From an optimization exercise on the open Yosys and OpenROAD flow, aimed at small area and a short achievable clock period; shortcuts taken in it are not production practice. Where RTL was checked, it was by simulation tests only, not by an equivalence proof against the original. No functional check of the RTL was part of run 2. Power figures rest on the tool's default switching activity, not on a simulated workload.

==> flow/design.v (outline; a module is shown in full before it is edited, if it fits) <==
// module multiplier: 3621 lines
// module FA: 4 lines
// module FAX: 6 lines
// module HA: 4 lines
// module HAN: 4 lines
// module OR2: 3 lines
// module FA1: 4 lines
// module MAJ: 3 lines
// module BTWO: 3 lines
// module BSGN: 3 lines
// module PPSEL: 3 lines
// module PPSELN: 3 lines
// module INV: 3 lines
// module NAND2: 3 lines
// module NOR2: 3 lines
// module XOR2: 3 lines
// module XNOR2: 3 lines
// module AOI21: 3 lines
// module OAI21: 3 lines
// module CPA: 1076 lines
module multiplier (
    input clk,
    input rst,
    input start,
    input [31:0] A,
    input [31:0] B,
    input [7:0] Physical_address_in,
    input [31:0] PC_in,
    output [63:0] Product,
    output reg done,
    output reg [7:0] Physical_address_out,
    output reg [31:0] PC_out
);
  // ...
==> flow/flow/run.sh <==
#!/bin/bash
# Layout flow: the standard ORFS flow (standard.sh) with extra ORFS
# settings read from flow/knobs.txt (one VAR=value per line; @FLOW@ stands
# for this flow folder). Its output goes to standard.log.
set -euo pipefail
flowdir="$(pwd)/flow"
knobs=()
while IFS= read -r line; do
  [[ -z "$line" || "$line" == \#* ]] && continue
  knobs+=("${line//@FLOW@/$flowdir}")
done < flow/knobs.txt
bash standard.sh "${knobs[@]}" finish > standard.log 2>&1
==> flow/flow/downsize.tcl <==
# Start the layout from the smallest drive strength of every logic cell that
# synthesis sized up; the flow's timing repair then sizes up what needs it.
set n 0
foreach inst [[ord::get_db_block] getInsts] {
  set m [[$inst getMaster] getName]
  if {![regexp {^(sky130_fd_sc_hd__[a-z0-9]+)_([0-9]+)$} $m -> base size]} { continue }
  if {$size <= 1} { continue }
  if {[string match "*df*" $base] || [string match "*conb*" $base] || [string match "*clk*" $base] || [string match "*maj3*" $base]} { continue }
  set small [get_lib_cells -quiet ${base}_1]
  if {$small == ""} { continue }
  replace_cell [$inst getName] $small
  incr n
}
puts "downsize: $n cells set to drive strength 1"
==> flow/flow/knobs.txt <==
BUFFER_PORTS_ARGS=-buffer_cell sky130_fd_sc_hd__buf_1
PRE_FLOORPLAN_TCL=@FLOW@/downsize.tcl
==> flow/standard.sh <==
#!/bin/bash
# synth_recipe.tcl (not shown) runs the flow's synth.tcl, then flattens the netlist and writes it again
# the make line also repeats each setting of config.mk as NAME=value (left out here)
make -C /OpenROAD-flow-scripts/flow DESIGN_CONFIG=/design/flow/config.mk WORK_HOME=/design/flow/orfs CLKGATE_MAP_FILE= SYNTH_SCRIPT=/design/flow/synth_recipe.tcl "${@:-finish}"
==> flow/config.mk <==
export PLATFORM = sky130hd
export DESIGN_NAME = multiplier
export DESIGN_NICKNAME = multiplier
export VERILOG_FILES = /design/flow/design.v
export SDC_FILE = /design/flow/constraint.sdc
export NUM_CORES = 8
export LEC_CHECK = 0
export CAP_MARGIN = 20
export CORE_MARGIN = 2
export CORE_UTILIZATION = 45
export PLACE_DENSITY = 0.7
export SETUP_SLACK_MARGIN = 0.75
export SLEW_MARGIN = 20
export SYNTH_HIERARCHICAL = 1
export SYNTH_MINIMUM_KEEP_SIZE = 0
==> flow/constraint.sdc <==
create_clock -name core_clock -period 5.0 [get_ports {clk}]
set_input_delay 1.0000 -clock core_clock [delete_from_list [all_inputs] [get_ports {clk}]]
set_output_delay 1.0000 -clock core_clock [all_outputs]
set_load 0.01 [all_outputs]
==> impl_metrics.tcl, run 1 <==
set metrics [dict create \
    status "timing/DRC/antenna clean" \
    layout_commonest_cell "xor2_1" \
    clock_buffers 18 \
    clk_path_buf_depth 2 \
    nNonClkBuffers 394 \
    critPathSlowestCell "dfxtp_1" \
    finalCriticalPeriod_ns 4.10 \
    powerDensity_nw_per_um2 743 \
    end_kind "primary output" \
    cts_root_buffer "clkbuf_16" \
    finalPower_uw 23400 \
    seqCellArea_um2 3690 \
    largest_reg_flops 32 \
    wl_met1_um 36100 \
    cts-resized-gates 25 \
    worst_pin_slew_ns 0.803 \
    crit_required_ns 4.00 \
    drt-total-wl_um 89800 \
    combPwrFrac_pct 82.4 \
    critPathLaunchType "register" \
    setup_viol 0 \
    fin_hold_ws_ns 0.572 \
    ios 212 \
    seq_cells 184 \
    crit_type "register to primary output" \
    portBuffers 211 \
    n_antenna_cell 7 \
    post-route-period-util_pct 82.0 \
]
Testbench counts, summed over its fixed seeds: latency 24,000, ops 24,000.
==> run 2, diff against run 1 <==
--- a/flow/design.v
+++ b/flow/design.v
@@ -6,22 +6,16 @@
     input [31:0] B,
     input [7:0] Physical_address_in,
     input [31:0] PC_in,
     output [63:0] Product,
     output reg done,
     output reg [7:0] Physical_address_out,
     output reg [31:0] PC_out
 );
-  reg r28_0;
-  reg r28_1;
-  reg r28_2;
-  reg r29_0;
-  reg r29_1;
-  reg r29_2;
   reg r30_0;
   reg r30_1;
   reg r30_2;
   reg r31_0;
   reg r31_1;
   reg r31_2;
   reg r32_0;
   reg r32_1;
@@ -109,17 +103,21 @@
   reg r24_0;
   reg r24_1;
   reg r25_0;
   reg r25_1;
   reg r26_0;
   reg r26_1;
   reg r27_0;
   reg r27_1;
-  reg r28_3;
+  reg r28_0;
+  reg r28_1;
+  reg r29_0;
+  reg r29_1;
+  reg r30_3;
   reg r44_0;
   reg r45_0;
   reg r45_1;
   reg r46_0;
   reg r46_1;
   reg r47_0;
   reg r47_1;
   reg r48_0;
@@ -3150,20 +3148,20 @@
   FA u_209 (.a(s1), .b(c74), .c(c75), .s(s209), .co(c209));
   FA u_210 (.a(c76), .b(c77), .c(s78), .s(s210), .co(c210));
   FA u_211 (.a(s79), .b(s80), .c(s81), .s(s211), .co(c211));
   FA u_212 (.a(c78), .b(c79), .c(c80), .s(s212), .co(c212));
   FA u_213 (.a(s82), .b(s83), .c(s84), .s(s213), .co(c213));
   FAX u_214 (.a(s2), .b(c81), .c(s85), .s(s214), .co(c214));
   FA u_215 (.a(c82), .b(c83), .c(c84), .s(s215), .co(c215));
   FA u_216 (.a(s86), .b(s87), .c(s88), .s(s216), .co(c216));
-  FA u_217 (.a(s4), .b(c85), .c(s89), .s(s217), .co(c217));
+  FAX u_217 (.a(s4), .b(c85), .c(s89), .s(s217), .co(c217));
   FA u_218 (.a(c86), .b(c87), .c(c88), .s(s218), .co(c218));
   FA u_219 (.a(s90), .b(s91), .c(s7), .s(s219), .co(c219));
-  FA u_220 (.a(s92), .b(c89), .c(s93), .s(s220), .co(c220));
+  FAX u_220 (.a(s92), .b(c89), .c(s93), .s(s220), .co(c220));
   FA u_221 (.a(c90), .b(c91), .c(s94), .s(s221), .co(c221));
   FA u_222 (.a(s95), .b(s10), .c(c92), .s(s222), .co(c222));
   FA u_223 (.a(s96), .b(c93), .c(s97), .s(s223), .co(c223));
   FA u_224 (.a(c94), .b(c95), .c(s98), .s(s224), .co(c224));
   FA u_225 (.a(s99), .b(s14), .c(c96), .s(s225), .co(c225));
   FAX u_226 (.a(s100), .b(c97), .c(s101), .s(s226), .co(c226));
   FA u_227 (.a(c98), .b(c99), .c(s102), .s(s227), .co(c227));
   FA u_228 (.a(s18), .b(s103), .c(c100), .s(s228), .co(c228));
@@ -3274,20 +3272,20 @@
   FAX u_332 (.a(c202), .b(s204), .c(s205), .s(s332), .co(c332));
   FAX u_333 (.a(c203), .b(c204), .c(s206), .s(s333), .co(c333));
   FAX u_334 (.a(c205), .b(s207), .c(s208), .s(s334), .co(c334));
   FAX u_335 (.a(c206), .b(c207), .c(c208), .s(s335), .co(c335));
   FAX u_336 (.a(s209), .b(s210), .c(s211), .s(s336), .co(c336));
   FAX u_337 (.a(c209), .b(c210), .c(s212), .s(s337), .co(c337));
   FAX u_338 (.a(s214), .b(s213), .c(c211), .s(s338), .co(c338));
   FAX u_339 (.a(c212), .b(c213), .c(s215), .s(s339), .co(c339));
-  FAX u_340 (.a(s216), .b(c214), .c(s217), .s(s340), .co(c340));
-  FA u_341 (.a(c215), .b(c216), .c(s218), .s(s341), .co(c341));
-  FAX u_342 (.a(s219), .b(c217), .c(s220), .s(s342), .co(c342));
-  FA u_343 (.a(c218), .b(c219), .c(s221), .s(s343), .co(c343));
+  FAX u_340 (.a(s216), .b(s217), .c(c214), .s(s340), .co(c340));
+  FAX u_341 (.a(c215), .b(c216), .c(s218), .s(s341), .co(c341));
+  FAX u_342 (.a(s219), .b(s220), .c(c217), .s(s342), .co(c342));
+  FAX u_343 (.a(c218), .b(c219), .c(s221), .s(s343), .co(c343));
   FAX u_344 (.a(s222), .b(c220), .c(s223), .s(s344), .co(c344));
   FA u_345 (.a(c221), .b(s224), .c(s225), .s(s345), .co(c345));
   FAX u_346 (.a(c222), .b(s226), .c(c223), .s(s346), .co(c346));
   FA u_347 (.a(c224), .b(s227), .c(s228), .s(s347), .co(c347));
   FAX u_348 (.a(c225), .b(s229), .c(c226), .s(s348), .co(c348));
   FAX u_349 (.a(c227), .b(s230), .c(s231), .s(s349), .co(c349));
   FAX u_350 (.a(c228), .b(s232), .c(c229), .s(s350), .co(c350));
   FAX u_351 (.a(c230), .b(s233), .c(s234), .s(s351), .co(c351));
@@ -3426,18 +3424,18 @@
   FAX u_482 (.a(s326), .b(s421), .c(c420), .s(s482), .co(c482));
   FAX u_483 (.a(s328), .b(s422), .c(c421), .s(s483), .co(c483));
   FAX u_484 (.a(s330), .b(s423), .c(c422), .s(s484), .co(c484));
   FAX u_485 (.a(s332), .b(s424), .c(c423), .s(s485), .co(c485));
   FAX u_486 (.a(s334), .b(s425), .c(c424), .s(s486), .co(c486));
   FAX u_487 (.a(s336), .b(c425), .c(s426), .s(s487), .co(c487));
   FAX u_488 (.a(s338), .b(c426), .c(s427), .s(s488), .co(c488));
   FAX u_489 (.a(s340), .b(s428), .c(c427), .s(s489), .co(c489));
-  FAX u_490 (.a(r28_0), .b(r28_1), .c(r28_2), .s(s490), .co(c490));
-  FAX u_491 (.a(r29_0), .b(r29_1), .c(r29_2), .s(s491), .co(c491));
+  FAX u_490 (.a(s342), .b(s429), .c(c428), .s(s490), .co(c490));
+  FAX u_491 (.a(s344), .b(s430), .c(c429), .s(s491), .co(c491));
   FAX u_492 (.a(r30_0), .b(r30_1), .c(r30_2), .s(s492), .co(c492));
   FAX u_493 (.a(r31_0), .b(r31_1), .c(r31_2), .s(s493), .co(c493));
   FAX u_494 (.a(r32_0), .b(r32_1), .c(r32_2), .s(s494), .co(c494));
   FAX u_495 (.a(r33_0), .b(r33_1), .c(r33_2), .s(s495), .co(c495));
   FAX u_496 (.a(r34_0), .b(r34_1), .c(r34_2), .s(s496), .co(c496));
   FAX u_497 (.a(r35_0), .b(r35_1), .c(r35_2), .s(s497), .co(c497));
   FAX u_498 (.a(r36_0), .b(r36_1), .c(r36_2), .s(s498), .co(c498));
   FAX u_499 (.a(r37_0), .b(r37_1), .c(r37_2), .s(s499), .co(c499));
@@ -3466,22 +3464,16 @@
   FA u_522 (.a(c403), .b(s461), .c(c460), .s(s522), .co(c522));
   FA u_523 (.a(pp15_31), .b(s462), .c(c461), .s(s523), .co(c523));
   FA u_524 (.a(s463), .b(pp15_32), .c(c462), .s(s524), .co(c524));
   FA u_525 (.a(sgn15), .b(pp16_31), .c(c463), .s(s525), .co(c525));
   always @(posedge clk) begin
     done <= start & ~rst;
     Physical_address_out <= Physical_address_in;
     PC_out <= PC_in;
-    r28_0 <= c428;
-    r28_1 <= s429;
-    r28_2 <= s342;
-    r29_0 <= c429;
-    r29_1 <= s430;
-    r29_2 <= s344;
     r30_0 <= c430;
     r30_1 <= s431;
     r30_2 <= s346;
     r31_0 <= c431;
     r31_1 <= s432;
     r31_2 <= s348;
     r32_0 <= c432;
     r32_1 <= s433;
@@ -3569,17 +3561,21 @@
     r24_0 <= c485;
     r24_1 <= s486;
     r25_0 <= c486;
     r25_1 <= s487;
     r26_0 <= c487;
     r26_1 <= s488;
     r27_0 <= c488;
     r27_1 <= s489;
-    r28_3 <= c489;
+    r28_0 <= c489;
+    r28_1 <= s490;
+    r29_0 <= c490;
+    r29_1 <= s491;
+    r30_3 <= c491;
     r44_0 <= s506;
     r45_0 <= c506;
     r45_1 <= s507;
     r46_0 <= c507;
     r46_1 <= s508;
     r47_0 <= c508;
     r47_1 <= s509;
     r48_0 <= c509;
@@ -3610,18 +3606,18 @@
     r60_1 <= s522;
     r61_0 <= c522;
     r61_1 <= s523;
     r62_0 <= c523;
     r62_1 <= s524;
     r63_0 <= c524;
     r63_1 <= s525;
   end
-  wire [63:0] X = {r63_0, r62_0, r61_0, r60_0, r59_0, r58_0, r57_0, r56_0, r55_0, r54_0, r53_0, r52_0, r51_0, r50_0, r49_0, r48_0, r47_0, r46_0, r45_0, r44_0, c504, c503, c502, c501, c500, c499, c498, c497, c496, c495, c494, c493, c492, c491, c490, r28_3, r27_0, r26_0, r25_0, r24_0, r23_0, r22_0, r21_0, r20_0, r19_0, r18_0, r17_0, r16_0, r15_0, r14_0, r13_0, r12_0, r11_0, r10_0, r9_0, r8_0, r7_0, r6_0, r5_0, r4_0, r3_0, r2_0, r1_0, r0_0};
-  wire [63:0] Y = {r63_1, r62_1, r61_1, r60_1, r59_1, r58_1, r57_1, r56_1, r55_1, r54_1, r53_1, r52_1, r51_1, r50_1, r49_1, r48_1, r47_1, r46_1, r45_1, c505, s505, s504, s503, s502, s501, s500, s499, s498, s497, s496, s495, s494, s493, s492, s491, s490, r27_1, r26_1, r25_1, r24_1, r23_1, r22_1, r21_1, r20_1, r19_1, r18_1, r17_1, r16_1, r15_1, r14_1, r13_1, r12_1, r11_1, r10_1, r9_1, r8_1, r7_1, r6_1, r5_1, r4_1, r3_1, r2_1, 1'b1, r0_1};
+  wire [63:0] X = {r63_0, r62_0, r61_0, r60_0, r59_0, r58_0, r57_0, r56_0, r55_0, r54_0, r53_0, r52_0, r51_0, r50_0, r49_0, r48_0, r47_0, r46_0, r45_0, r44_0, c504, c503, c502, c501, c500, c499, c498, c497, c496, c495, c494, c493, c492, r30_3, r29_0, r28_0, r27_0, r26_0, r25_0, r24_0, r23_0, r22_0, r21_0, r20_0, r19_0, r18_0, r17_0, r16_0, r15_0, r14_0, r13_0, r12_0, r11_0, r10_0, r9_0, r8_0, r7_0, r6_0, r5_0, r4_0, r3_0, r2_0, r1_0, r0_0};
+  wire [63:0] Y = {r63_1, r62_1, r61_1, r60_1, r59_1, r58_1, r57_1, r56_1, r55_1, r54_1, r53_1, r52_1, r51_1, r50_1, r49_1, r48_1, r47_1, r46_1, r45_1, c505, s505, s504, s503, s502, s501, s500, s499, s498, s497, s496, s495, s494, s493, s492, r29_1, r28_1, r27_1, r26_1, r25_1, r24_1, r23_1, r22_1, r21_1, r20_1, r19_1, r18_1, r17_1, r16_1, r15_1, r14_1, r13_1, r12_1, r11_1, r10_1, r9_1, r8_1, r7_1, r6_1, r5_1, r4_1, r3_1, r2_1, 1'b1, r0_1};
   CPA u_cpa (.x(X), .y(Y), .s(Product));
 endmodule
 module FA (input a, input b, input c, output s, output co);
   assign s = a ^ b ^ c;
   assign co = (a & b) | (a & c) | (b & c);
 endmodule
 module FAX (input a, input b, input c, output s, output co);
   wire t;
==> flow/config.mk (replaced) <==
export PLATFORM = sky130hd
export DESIGN_NAME = multiplier
export DESIGN_NICKNAME = multiplier
export VERILOG_FILES = /design/flow/design.v
export SDC_FILE = /design/flow/constraint.sdc
export NUM_CORES = 8
export LEC_CHECK = 0
export CAP_MARGIN = 20
export CORE_MARGIN = 2
export CORE_UTILIZATION = 40
export PLACE_DENSITY = 0.7
export SETUP_SLACK_MARGIN = 0.75
export SLEW_MARGIN = 20
export SYNTH_HIERARCHICAL = 1
export SYNTH_MINIMUM_KEEP_SIZE = 0
==> run 2 against run 1 <==
Combinational power about the same. Die area is 12% higher. Flip-flop and latch count shrank 2. Clock power hardly changed. First-iteration DRC count decreased by 6.1%. Non-clock buffer count is the same. Via count is essentially flat. Largest cell class unchanged. Utilization fell by 5.4 points. Global-route usage fell by 3.0 points. Wire length rose by 0.51%.
==> impl_metrics.tcl, run 2 <==
set metrics [dict create \
    status "timing/DRC/antenna clean" \
    crit_type "register to primary output" \
    syn_inst 2765 \
    grt_pass1_vias 23800 \
    max-cap-violations 0 \
    die_area_um2 70400 \
    path_depth 13 \
    core-area_um2 67400 \
    final_cell_mix "xor2_1, a22oi_1, fa_1" \
    rsz0062_at_grt "true" \
    antenna_found_initial 7 \
    cts_root_buffer "clkbuf_16" \
    worst_slack_ns 0.836 \
    dr.pass1.iters 8 \
    worstHoldPathType "input pin to register" \
    slowest_delay_ns 0.34 \
    die_h_um 265 \
    grt_util_met3_pct 5.43 \
    powerDensity_nw_per_um2 741 \
    ios 212 \
    fmax_mhz 240 \
    via_per_inst 5.85 \
    min_path_cells 1 \
    fin_cells 4074 \
    htree_levels 4 \
    vias 23800 \
    largest_reg_flops 32 \
    post-route-period-util_pct 83.3 \
    crit_required_ns 4.00 \
    crit_family "XOR/XNOR gates" \
    worst_pin_slew_ns 0.794 \
    critPathLaunchType "register" \
    busiest_layer "met2" \
    ant_nets 0 \
    slew_viol_final 0 \
    grt_overflow_total 0 \
    grt_util_met1_pct 32.9 \
    crit_buf_inv 3 \
    start_util_pct 40.5 \
    die_w_um 265 \
    hold_viol 0 \
    dp_hpwl_um 71100 \
    peakVddDrop_uv 486 \
    setup_viol 0 \
    critPathSlowestCell "dfxtp_2" \
    drc_errors 0 \
    initialDrtViolationCount 2587 \
    arrival_ns 3.16 \
    p_leak_uw 0.0119 \
    max_slew_margin_pct 47.1 \
    min_to "PC_out[15]" \
    clk_pin_slew_ns 0.09 \
    grt_usage_pct 25.4 \
    grt_pass1_wl_um 138000 \
    grt_max_degree 46 \
    drt-total-wl_um 90300 \
    dp_cells 4009 \
    fin_nets 3658 \
    finalPower_uw 23400 \
    end_kind "primary output" \
    wl_per_cell_um 22.2 \
    cts_tree "done" \
    layout-drive-gt1-share_pct 12.7 \
    core.rowCount 95 \
    crit_chain "xor2_1 > xor2_1 > xor2_1 > a21oi_2 > o21ai_2 > a21oi_2 > buf_6 > o21ai_4 > buf_6 > a21oi_1 > o21ai_1 > xor2_1 > clkbuf_2" \
    tns_ns 0 \
    layout_commonest_cell "xor2_1" \
    cp_max_fo 8 \
    finalCriticalPeriod_ns 4.16 \
    hp-start "PC_in[15]" \
    largest-register "PC_out" \
    use_met2_pct 41.0 \
    clk_path_buf_depth 2 \
    yosys_warnings 7 \
    crit_path_frequent_cell "xor2_1" \
    clkSinkCount 182 \
    portBuffers 211 \
    place_ws_ns 0.395 \
    reg_top3 "PC_out (32), Physical_address_out (8)" \
    cts_made_buffers 17 \
    gp_congestion 0.935 \
]
run 2: area by class of cell:
cell class	count	area (um2)
multi-input cells	2513	23700
clock inverters	15	180
clock buffers	17	425
repair buffers	394	2330
flip-flops and latches	182	3650
well taps	873	1090
inverters	73	283
fillers	6327	35800
diodes	7	17.5
run 2: stage by stage:
step,hold WS (ns),instance area (um2),utilization (%)
after floorplan,1.03,27400,-
after global placement,1.09,30500,45.3
after detailed placement,1.09,30500,45.3
after CTS,0.519,31300,46.4
after global routing,0.533,31600,46.9
final,0.561,31600,46.9
run 2: power breakdown:
group	switching, uW	total [uW]	leakage, uW	internal (uW)
logic	11100	19300	0.0100	8190
clock network	750	1420	0.000294	673
registers	389	2680	0.00153	2300
run 2: repair_timing:
action,CTS,global route
hold buffers,0,0
endpoints found under the setup margin,34,35
buffers inserted,9,17
resized for setup,25,71
pin swaps,13,29
run 2: worst max path at each step:
| stage | startpoint | endpoint | slack [ns] |
|---|---|---|---|
| after detailed placement | B[17] | r29_1 | 0.40 |
| after global placement | B[3] | r18_1 | 0.50 |
| after floorplan | B[14] | r29_1 | 0.78 |
| final | r33_1 | Product[54] | 0.84 |
| after CTS | r33_0 | Product[62] | 0.74 |
| after global routing | r33_0 | Product[51] | 0.65 |
run 2: routing by layer:
layer | wire [um] | share of wire (%)
met1 | 37000 | 41
met2 | 42000 | 47
met3 | 7680 | 8.5
met4 | 3520 | 3.9
met5 | 66 | 0.073

## afterwards: timing with drivers on the ports
The results above use ideal ports. As a check the final layouts listed here were re-extracted and re-timed, cells and wires unchanged.
Step 1 (the two cells are an assumption about what drives the block):
set clk [get_ports {clk}]
set_driving_cell -lib_cell sky130_fd_sc_hd__clkbuf_16 $clk
set_driving_cell -lib_cell sky130_fd_sc_hd__buf_2 [delete_from_list [all_inputs] $clk]
Step 2 adds t to the input delays and takes it off the output delays; t is the mean of the earliest and latest rising clock arrival at the registers after step 1. Input paths then give back, and output paths get back, about the clock's delay inside the block.
Three values: ideal ports, drivers, drivers and shift; two values: the first two.
run	t, ns	setup WS [ns]	clock arrival spread, ns	cell pins on the clock port's net
run 1	0.570	0.901 / 0.837 / 0.315	0.028 / 0.028	1
run 2	0.571	0.836 / 0.772 / 0.328	0.026 / 0.026	1
After both steps setup and hold are still met in every run listed. The setup slack of run 1, which loses most, moves by -0.064 ns with the drivers and by -0.586 ns with both steps.
